Context: an optimization exercise on an open-source flow, tuned for small area, a short achievable clock period and few clock cycles. The choices shown serve that exercise and are no tape-out recipe. Function was checked by simulation only, so behaviour that the tests miss may differ from the original. The clock port is modelled as an ideal driver; clocking choices that lean on that would not hold on a real chip.

Setup of run 1:
==> flow/design.v (excerpt) <==
module poly1305(
  input rst_ni,
  input clk,
  input [127:0] r,
  input [127:0] s,
  input [127:0] m,
  input fb,
  input ld,
  input first,
  output [127:0] p,
  output rdy);
Size: ~9600 cells after synthesis, about 520 I/O pins, roughly 100000 sq um of cells after synthesis.
export LEC_CHECK = 0
export CAP_MARGIN = 50
export CELL_PAD_IN_SITES_DETAIL_PLACEMENT = 1
export CELL_PAD_IN_SITES_GLOBAL_PLACEMENT = 1
export CORE_MARGIN = 2
export CORE_UTILIZATION = 30
export GPL_ROUTABILITY_DRIVEN = 1
export PLACE_DENSITY = 0.45
export SETUP_SLACK_MARGIN = 5
export SLEW_MARGIN = 70
export SYNTH_HIERARCHICAL = 1
create_clock -name core_clock -period 12.0 [get_ports {clk}]
standard.sh (not shown) runs the stock make flow with config.mk's settings and CLKGATE_MAP_FILE= SYNTH_SCRIPT=/design/flow/synth_recipe.tcl, a recipe that flattens the netlist after the stock synthesis.
==> flow/flow/run.sh <==
#!/bin/bash
# Standard layout (standard.sh), with these changes to how it is made:
#  - the port buffers are sky130_fd_sc_hd__buf_2 cells (every port is still buffered);
#  - extra setup repair passes (repair_timing) after placement and after CTS;
#  - in those passes, delay cells (clkdlybuf4s*, dlygate*, dlymetal*) left as buffers by
#    earlier repair steps are swapped for sky130_fd_sc_hd__buf_2.
# Each tool's full output goes to its own log in this folder.
set -euo pipefail
R=orfs/results/sky130hd/poly1305/base
MARGIN=${REPAIR_MARGIN:-7}
export BUFFER_PORTS_ARGS="-buffer_cell sky130_fd_sc_hd__buf_2"
bash standard.sh synth > 1_synth.log 2>&1
bash standard.sh floorplan > 2_floorplan.log 2>&1
bash standard.sh place > 3_place.log 2>&1
STAGE_ODB=$R/3_place.odb STAGE_SDC=$R/3_place.sdc MARGIN=$MARGIN PAD=1 \
  openroad -exit -no_init flow/repair.tcl > 3_extra_repair.log 2>&1
bash standard.sh cts > 4_cts.log 2>&1
STAGE_ODB=$R/4_cts.odb STAGE_SDC=$R/4_cts.sdc MARGIN=$MARGIN PAD=1 PROPAGATED=1 \
  openroad -exit -no_init flow/repair.tcl > 4_extra_repair.log 2>&1
bash standard.sh finish > 5_finish.log 2>&1
==> flow/flow/repair.tcl <==
# Extra setup repair on a placed (or clock-tree) database, then re-legalize.
# env: STAGE_ODB, STAGE_SDC, MARGIN, PAD
read_liberty $::env(FLOW_HOME)/platforms/sky130hd/lib/sky130_fd_sc_hd__tt_025C_1v80.lib
read_db $::env(STAGE_ODB)
read_sdc $::env(STAGE_SDC)
source $::env(FLOW_HOME)/platforms/sky130hd/setRC.tcl
if {[info exists ::env(PROPAGATED)]} { set_propagated_clock [all_clocks] }
set_dont_use [list sky130_fd_sc_hd__probe_p_8 sky130_fd_sc_hd__probec_p_8 sky130_fd_sc_hd__lpflow_* sky130_fd_sc_hd__clkdlybuf4s* sky130_fd_sc_hd__dlygate* sky130_fd_sc_hd__dlymetal*]
# swap delay-cell buffers left by earlier repair steps for plain buffers
set nswap 0
foreach inst [[ord::get_db_block] getInsts] {
  set m [[$inst getMaster] getName]
  if {[string match "sky130_fd_sc_hd__clkdlybuf4s*" $m] || [string match "sky130_fd_sc_hd__dlygate*" $m] || [string match "sky130_fd_sc_hd__dlymetal*" $m]} {
    replace_cell [get_cells [$inst getName]] sky130_fd_sc_hd__buf_2
    incr nswap
  }
}
puts "swapped $nswap delay cells"
estimate_parasitics -placement
report_worst_slack
report_design_area
repair_timing -setup -setup_margin $::env(MARGIN) -verbose
if {[info exists ::env(PROPAGATED)]} { repair_timing -hold -hold_margin 0.05 -verbose }
set_placement_padding -global -left $::env(PAD) -right $::env(PAD)
detailed_placement
check_placement -verbose
estimate_parasitics -placement
report_worst_slack
report_design_area
write_db $::env(STAGE_ODB)
Run 1 finished end to end and its layout was clean on timing, DRC and antenna.
Testbench counts of run 1, summed over its fixed seeds: cycles 5,624.
Setup changes, run 1 to run 2
==> flow/run.sh (new file) <==
#!/bin/bash
# synth_recipe.tcl (not shown) runs the flow's synth.tcl, then flattens the netlist and writes it again
# the make line also repeats each setting of config.mk as NAME=value (left out here)
make -C /OpenROAD-flow-scripts/flow DESIGN_CONFIG=/design/flow/config.mk WORK_HOME=/design/flow/orfs CLKGATE_MAP_FILE= SYNTH_SCRIPT=/design/flow/synth_recipe.tcl finish
removed: flow/flow/run.sh
removed: flow/flow/repair.tcl
removed: flow/standard.sh
==> notes.md <==
Any difference in global-route usage over all layers between run 1 and run 2 is small enough to ignore.
Run 1 -> run 2: clock sink count delta 0, exact match
Min final clock period utilization by the worst path across run 2 and run 1: run 1
Number of gates on the worst path with buffers counted was higher in run 1 than in run 2.
Number of standard cells in the layout, taps in and fillers out: run 2 vs run 1 — no meaningful difference
Pre-CTS setup slack on run 2 is down relative to run 1.
| total via count in the routed design | run 2 vs run 1 | better |
Between run 2 and run 1, the worst-case setup margin in the final layout is higher for run 1.
Run 1 has lower proportion of final cell area spent on non-clock buffers than run 2.
Maximum frequency in run 2 is 6.9% below run 1.
The inputs of run 3 differ from those of run 2 as listed below.
==> flow/flow/run.sh (new file) <==
#!/bin/bash
# Standard layout (standard.sh), with two changes to how it is made:
#  - the port buffers are sky130_fd_sc_hd__buf_2 cells (every port is still buffered);
#  - extra setup repair passes (repair_timing) after placement and after CTS;
#  - in those passes, delay cells (clkdlybuf4s*, dlygate*, dlymetal*) left as buffers by
#    earlier repair steps are swapped for sky130_fd_sc_hd__buf_2.
# Each tool's full output goes to its own log in this folder.
set -euo pipefail
R=orfs/results/sky130hd/poly1305/base
MARGIN=${REPAIR_MARGIN:-7}
export BUFFER_PORTS_ARGS="-buffer_cell sky130_fd_sc_hd__buf_2"
bash standard.sh synth > 1_synth.log 2>&1
bash standard.sh floorplan > 2_floorplan.log 2>&1
bash standard.sh place > 3_place.log 2>&1
STAGE_ODB=$R/3_place.odb STAGE_SDC=$R/3_place.sdc MARGIN=$MARGIN PAD=1 \
  openroad -exit -no_init flow/repair.tcl > 3_extra_repair.log 2>&1
bash standard.sh cts > 4_cts.log 2>&1
STAGE_ODB=$R/4_cts.odb STAGE_SDC=$R/4_cts.sdc MARGIN=$MARGIN PAD=1 PROPAGATED=1 \
  openroad -exit -no_init flow/repair.tcl > 4_extra_repair.log 2>&1
bash standard.sh finish > 5_finish.log 2>&1
==> flow/flow/repair.tcl (new file) <==
# Extra setup repair on a placed (or clock-tree) database, then re-legalize.
# env: STAGE_ODB, STAGE_SDC, MARGIN, PAD
read_liberty $::env(FLOW_HOME)/platforms/sky130hd/lib/sky130_fd_sc_hd__tt_025C_1v80.lib
read_db $::env(STAGE_ODB)
read_sdc $::env(STAGE_SDC)
source $::env(FLOW_HOME)/platforms/sky130hd/setRC.tcl
if {[info exists ::env(PROPAGATED)]} { set_propagated_clock [all_clocks] }
set_dont_use [list sky130_fd_sc_hd__probe_p_8 sky130_fd_sc_hd__probec_p_8 sky130_fd_sc_hd__lpflow_* sky130_fd_sc_hd__clkdlybuf4s* sky130_fd_sc_hd__dlygate* sky130_fd_sc_hd__dlymetal*]
# swap delay-cell buffers left by earlier repair steps for plain buffers
set nswap 0
foreach inst [[ord::get_db_block] getInsts] {
  set m [[$inst getMaster] getName]
  if {[string match "sky130_fd_sc_hd__clkdlybuf4s*" $m] || [string match "sky130_fd_sc_hd__dlygate*" $m] || [string match "sky130_fd_sc_hd__dlymetal*" $m]} {
    replace_cell [get_cells [$inst getName]] sky130_fd_sc_hd__buf_2
    incr nswap
  }
}
puts "swapped $nswap delay cells"
estimate_parasitics -placement
report_worst_slack
report_design_area
repair_timing -setup -setup_margin $::env(MARGIN) -verbose
if {[info exists ::env(PROPAGATED)]} { repair_timing -hold -hold_margin 0.05 -verbose }
set_placement_padding -global -left $::env(PAD) -right $::env(PAD)
detailed_placement
check_placement -verbose
estimate_parasitics -placement
report_worst_slack
report_design_area
write_db $::env(STAGE_ODB)
==> flow/standard.sh (new file) <==
#!/bin/bash
# synth_recipe.tcl (not shown) runs the flow's synth.tcl, then flattens the netlist and writes it again
# the make line also repeats each setting of config.mk as NAME=value (left out here)
make -C /OpenROAD-flow-scripts/flow DESIGN_CONFIG=/design/flow/config.mk WORK_HOME=/design/flow/orfs CLKGATE_MAP_FILE= SYNTH_SCRIPT=/design/flow/synth_recipe.tcl "${@:-finish}"
removed: flow/run.sh
==> comparison <==
The lower fraction of area in clock buffers and inverters came out of run 3. Run 3 and run 2 ended up with nearly the same detailed-routing wirelength on met1. The routed wire length of run 3 and that of run 2 are within noise of each other. Layout overhead on the synthesized area ends up lower on run 3. Between run 3 and run 2, the count of routing violations after the opening detailed-route iteration is lower for run 2.
#### Input delta (run 4 over run 3)
Settings: SLEW_MARGIN now 30, was 70; CAP_MARGIN now 20, was 50.
-- flow/flow/run.sh --
<<< run 3, line 1
#!/bin/bash
# Standard layout (standard.sh), with two changes to how it is made:
#  - the port buffers are sky130_fd_sc_hd__buf_2 cells (every port is still buffered);
>>> run 4, line 1
#!/bin/bash
# Standard layout (standard.sh), with these changes to how it is made:
#  - the port buffers are sky130_fd_sc_hd__buf_2 cells (every port is still buffered);
<<< run 3, line 9
R=orfs/results/sky130hd/poly1305/base
MARGIN=${REPAIR_MARGIN:-7}
export BUFFER_PORTS_ARGS="-buffer_cell sky130_fd_sc_hd__buf_2"
>>> run 4, line 9
R=orfs/results/sky130hd/poly1305/base
MARGIN=${REPAIR_MARGIN:-6.5}
export BUFFER_PORTS_ARGS="-buffer_cell sky130_fd_sc_hd__buf_2"
==> notes.md <==
- Run 4 vs. run 3: amount of wire on met3 after detailed routing now sits higher; clock transition at the registers of the reported paths now sits at about the same level; design area now sits lower.
- Summary of run 4 over run 3: maximum cell stage delay along the critical path increased 0.38 ns, post-route fraction of the period consumed by the critical path picked up an extra 3.9 points, post-detailed-routing wire length went down 0.78%.
- Run 3 reports its capturing instance or port of the critical path as M[127]$_DFF_P_ while run 4 reports HcN[70]$_DFF_P_.
### run 4 -> run 5
Settings: setting CTS_BUF_LIST to sky130_fd_sc_hd__clkbuf_4 sky130_fd_sc_hd__clkbuf_8 for the first time.
-- flow/flow/run.sh --
<<< run 4, line 9
R=orfs/results/sky130hd/poly1305/base
MARGIN=${REPAIR_MARGIN:-6.5}
export BUFFER_PORTS_ARGS="-buffer_cell sky130_fd_sc_hd__buf_2"
>>> run 5, line 9
R=orfs/results/sky130hd/poly1305/base
MARGIN=${REPAIR_MARGIN:-7}
export BUFFER_PORTS_ARGS="-buffer_cell sky130_fd_sc_hd__buf_2"
==> notes.md <==
- it[0]$_DFF_PN0_ as the launching instance or port of the critical path was reported by run 4, and D3N[10]$_DFF_P_ by run 5.
- Comparing run 5 and run 4, the higher total wirelength of the detailed-routed design is on run 5.
- Run 5 vs run 4 — cell count rose about 0.9%.
- [compare] base=run 4 new=run 5: global-route usage held; area after synthesis barely changed.
- When run 5 is measured against run 4, its worst setup slack turns out 0.37 ns higher.

[port drivers added, routing unchanged]
The flow's constraints put no driver on any port. The routed layouts listed below were extracted and timed again, unchanged, in two steps. Step 1: set_driving_cell puts a clkbuf_16 on clk and a buf_2 on each other input, an assumption about the parent block. Step 2 times the ports against the registers' clock, not the clock port: input delays grow and output delays shrink by t, the midpoint of the rising clock arrivals with the driver on. a / b / c = ideal ports / drivers / drivers and shift; a / b = the first two.
run | t, ns | setup WS [ns] | slew at the worst register clock pin (ns)
run 1 | 1.012 | 7.082 / 7.082 / 6.531 | 0.07 / 0.07
run 2 | 0.942 | 6.718 / 6.718 / 5.897 | 0.07 / 0.07
run 3 | 1.012 | 7.082 / 7.082 / 6.531 | 0.07 / 0.07
run 4 | 0.949 | 6.615 / 6.615 / 6.449 | 0.07 / 0.07
run 5 | 1.122 | 6.982 / 6.982 / 6.640 | 0.08 / 0.08
After both steps setup and hold are still met in every run listed. The setup slack of run 2, which loses most, moves by 0.000 ns with the drivers and by -0.821 ns with both steps.
